This is an optimization exercise on Yosys and OpenROAD, whose aim is small area, a short achievable clock period and few clock cycles, not a production implementation. The RTL was checked by simulation tests, not by an equivalence proof against the original design. Power is estimated from default activity; no workload was simulated.

rev 12:
Design FemtoRV32, start of the top module:
module FemtoRV32(
   input         clk,
   output [31:0] mem_addr,   
   output [31:0] mem_wdata,  
   output [3:0]  mem_wmask,  
   input  [31:0] mem_rdata,  
   output        mem_rstrb,  
   input         mem_rbusy,  
   input         mem_wbusy,  
   input         reset       
);
   wire stall = mem_rbusy | mem_wbusy;
   function [32:0] fast_add(input [31:0] a, input [31:0] b, input cin);
      reg [31:0] g, p, G, P;
      integer lvl, i;
      begin
         g = a & b;
         p = a ^ b;
         G = g;
         P = p;
         G[0] = g[0] | (p[0] & cin);
         for (lvl = 0; lvl < 5; lvl = lvl + 1)
            for (i = 0; i < 32; i = i + 1)
               if (i[lvl]) begin
                  G[i] = G[i] | (P[i] & G[((i >> lvl) << lvl) - 1]);
                  P[i] = P[i] & P[((i >> lvl) << lvl) - 1];
               end
         fast_add = {G[31], p ^ {G[30:0], cin}};
      end
   endfunction
   reg [31:0] B_addr;
   reg [31:0] B_wdata;
   reg [3:0]  B_wmask;
   reg        B_rd;          
   reg        B_fetch;       
   reg        pend;          
   reg        D_valid;       
   reg [31:0] PC_D;          
   reg        E_valid;
   reg [31:0] E_rs1;         
   reg [31:0] E_op2;         
   reg [31:0] E_aux;         
   reg [4:0]  E_rd;
   reg [4:0]  E_rs1id;       
   reg [4:0]  E_rs2id;
   reg [2:0]  E_f3;
   reg        E_wr;          
   reg        E_isLoad, E_isStore, E_isBranch, E_isJALR, E_pred;
   reg        E_sub, E_arith;
   reg        E_selAdd, E_selSlt, E_selSltu, E_selXor, E_selOr, E_selAnd;
   reg        E_selShift, E_selAux, E_selCyc;
   reg        M_valid;       
   reg        M_isLoad;
   reg        M_wr;
   reg [4:0]  M_rd;
   reg [2:0]  M_f3;
   reg [1:0]  M_a;
   reg        W_valid;       
   reg        W_wr;
   reg [4:0]  W_rd;
   reg [2:0]  W_f3;
   reg [1:0]  W_a;
   reg [31:0] cycles;
   assign mem_addr  = B_addr;
   assign mem_wdata = B_wdata;
   assign mem_wmask = stall ? 4'b0000 : B_wmask;
   assign mem_rstrb = B_rd & !stall;
   reg [31:0] registerFile [1:31];
   wire        rf_we;
   wire [4:0]  rf_wa;
   wire [31:0] rf_wd;
   always @(posedge clk) begin
      if (rf_we)
         registerFile[rf_wa] <= rf_wd;
   end
   wire [31:0] I = mem_rdata;
   wire [4:0] D_rs1 = I[19:15];
  ...
Size in the first run: roughly 6200 cells after synthesis, ~1300 flip-flops, about 69000 um^2 of cells after synthesis.
export LEC_CHECK = 0
export CAP_MARGIN = 30
export CORE_MARGIN = 2
export CORE_UTILIZATION = 40
export PLACE_DENSITY = 0.6
export SETUP_SLACK_MARGIN = 5
export SLEW_MARGIN = 30
create_clock -name core_clock -period 10.0 [get_ports {clk}]
run.sh (not shown) runs the stock make flow with config.mk's settings and CLKGATE_MAP_FILE= SYNTH_SCRIPT=/design/flow/synth_recipe.tcl, a recipe that flattens the netlist after the stock synthesis.
Testbench counts of rev 12, summed over its fixed seeds: cycles 90,074.
Input-level comparison between rev 13 and rev 12:
--- a/flow/design.v
+++ b/flow/design.v
@@ -3,38 +3,20 @@
    output [31:0] mem_addr,   
    output [31:0] mem_wdata,  
    output [3:0]  mem_wmask,  
    input  [31:0] mem_rdata,  
    output        mem_rstrb,  
    input         mem_rbusy,  
    input         mem_wbusy,  
    input         reset       
 );
    wire stall = mem_rbusy | mem_wbusy;
-   function [32:0] fast_add(input [31:0] a, input [31:0] b, input cin);
-      reg [31:0] g, p, G, P;
-      integer lvl, i;
-      begin
-         g = a & b;
-         p = a ^ b;
-         G = g;
-         P = p;
-         G[0] = g[0] | (p[0] & cin);
-         for (lvl = 0; lvl < 5; lvl = lvl + 1)
-            for (i = 0; i < 32; i = i + 1)
-               if (i[lvl]) begin
-                  G[i] = G[i] | (P[i] & G[((i >> lvl) << lvl) - 1]);
-                  P[i] = P[i] & P[((i >> lvl) << lvl) - 1];
-               end
-         fast_add = {G[31], p ^ {G[30:0], cin}};
-      end
-   endfunction
    reg [31:0] B_addr;
    reg [31:0] B_wdata;
    reg [3:0]  B_wmask;
    reg        B_rd;          
    reg        B_fetch;       
    reg        pend;          
    reg        D_valid;       
    reg [31:0] PC_D;          
    reg        E_valid;
    reg [31:0] E_rs1;         
@@ -110,27 +92,27 @@
    wire        E_fwd = E_valid & E_wr;
    wire [31:0] E_result;
    wire [31:0] D_r1 = (E_fwd && E_rd == D_rs1) ? E_result : rf_r1;
    wire [31:0] D_r2 = (E_fwd && E_rd == D_rs2) ? E_result : rf_r2;
    wire [31:0] D_imm = D_isStore           ? Simm :
                        (D_isLUI|D_isAUIPC) ? Uimm :
                                              Iimm;
    wire D_sub = D_isBranch | (D_isALU & (D_f3 == 3'b010 | D_f3 == 3'b011)) |
                 (D_isALUreg & D_f3 == 3'b000 & I[30]);
    wire [31:0] D_op2 = (D_isALUreg | D_isBranch) ? D_r2 : D_imm;
-   wire [31:0] D_target = fast_add(PC_D, I[3] ? Jimm : Bimm, 1'b0);    
-   wire [31:0] D_pc4    = fast_add(PC_D, 32'd4, 1'b0);
+   wire [31:0] D_target = PC_D + (I[3] ? Jimm : Bimm);    
+   wire [31:0] D_pc4    = PC_D + 32'd4;
    wire E_stall = E_valid & (W_valid |
                   (M_valid & M_isLoad & M_wr &
                    (M_rd == E_rs1id | M_rd == E_rs2id | (E_wr & M_rd == E_rd))));
    wire E_exec  = E_valid & !E_stall;
-   wire [32:0] X = fast_add(E_rs1, E_op2, E_sub);
+   wire [32:0] X = {1'b0, E_rs1} + {1'b0, E_op2} + {32'b0, E_sub};
    wire        LTU = !X[32];
    wire        LT  = (E_rs1[31] ^ !E_op2[31]) ? E_rs1[31] : X[31];
    wire        EQ  = &(E_rs1 ^ E_op2);
    wire taken = (E_f3[2:1] == 2'b00) ? (EQ  ^ E_f3[0]) :
                 (E_f3[2:1] == 2'b10) ? (LT  ^ E_f3[0]) :
                                        (LTU ^ E_f3[0]);
    wire        shLeft = !E_f3[2];
    wire [31:0] rs1rev;
    genvar gi;
    generate
@@ -174,21 +156,21 @@
    wire D_redirect = D_valid & !E_stall & D_pred;
    wire [15:0] ld_half = W_a[1] ? mem_rdata[31:16] : mem_rdata[15:0];
    wire  [7:0] ld_byte = W_a[0] ? ld_half[15:8] : ld_half[7:0];
    wire        ld_sign = !W_f3[2] & (W_f3[0] ? ld_half[15] : ld_byte[7]);
    wire [31:0] ld_data = W_f3[1] ? mem_rdata :
                          W_f3[0] ? {{16{ld_sign}}, ld_half} :
                                    {{24{ld_sign}}, ld_byte};
    assign rf_we = !stall & ((E_exec & E_wr) | (W_valid & W_wr));
    assign rf_wa = W_valid ? W_rd : E_rd;
    assign rf_wd = W_valid ? ld_data : E_result;
-   wire [31:0] seq = pend ? PC_D : fast_add(B_fetch ? B_addr : PC_D, 32'd4, 1'b0);
+   wire [31:0] seq = pend ? PC_D : (B_fetch ? B_addr : PC_D) + 32'd4;
    wire [31:0] B_next = E_mem      ? X[31:0] :
                         D_refetch  ? PC_D :
                         D_redirect ? D_target :
                                      seq;
    always @(posedge clk) begin
       if (!reset) begin
          B_addr  <= 32'b0;
          B_rd    <= 1'b1;
          B_fetch <= 1'b1;
          B_wmask <= 4'b0000;
@@ -254,13 +236,13 @@
             M_rd  <= E_rd;
             M_f3  <= E_f3;
             M_a   <= X[1:0];
          end
          W_wr  <= M_wr;
          W_rd  <= M_rd;
          W_f3  <= M_f3;
          W_a   <= M_a;
       end
    end
-   wire [31:0] cycles_inc = fast_add(cycles, 32'd1, 1'b0);
+   wire [31:0] cycles_inc = cycles + 1;
    always @(posedge clk) cycles <= !reset ? 32'b0 : cycles_inc;
 endmodule
## What came out
Rev 13 vs rev 12, timing startpoint of the critical path: E_op2[2] vs mem_rdata[22]
Rev 13 has less setup slack than rev 12.
Summary — maximum fanout along the worst path, rev 13 relative to rev 12: lower, by 25.
Sort rev 12 and rev 13 by power, descending, and rev 12 comes first.
Against rev 12, final wirelength in rev 13 rose by a little under 10%.
In rev 13, the number of cells traversed by the worst register-to-register path came out 2 above the value in rev 12.
Against rev 12, rev 13 comes in 0.79 points lower on sequential-to-total area share from yosys stat.
Comparing rev 12 and rev 13, the lower clock buffer count in the final layout is on rev 13.
Rev 13 reached the end of the flow, and the finished layout is clean on the timing, design-rule and antenna checks.
The final layout from rev 12, which completed every stage, passed the timing, design-rule and antenna checks at the end of the flow.
Testbench counts of rev 13, summed over its fixed seeds: cycles 90,074.

-- what the ideal ports hide --
In the flow no input, the clock included, has a driving cell. The finished layouts below were timed again as built, in two steps.
Step 1: set_driving_cell puts a clkbuf_16 on clk and a buf_2 on each other input, an assumption about the parent block.
Step 2 also shifts input and output timing later by t, the mid clock arrival at the registers, as if the neighbouring blocks saw the same clock.
a / b / c = ideal / step 1 / step 2; a / b = the first two.
run	t, ns	setup slack, ns	worst setup path after step 2	worst register clock-pin slew, ns
rev 12	0.894	4.845 / 4.879 / 3.992	input to register	0.07 / 0.07
rev 13	0.879	4.832 / 4.832 / 4.025	input to register	0.07 / 0.07
After both steps setup and hold are still met in every run listed. For rev 12, which loses most, drivers alone change the setup slack by +0.034 ns; drivers and shift together by -0.853 ns.
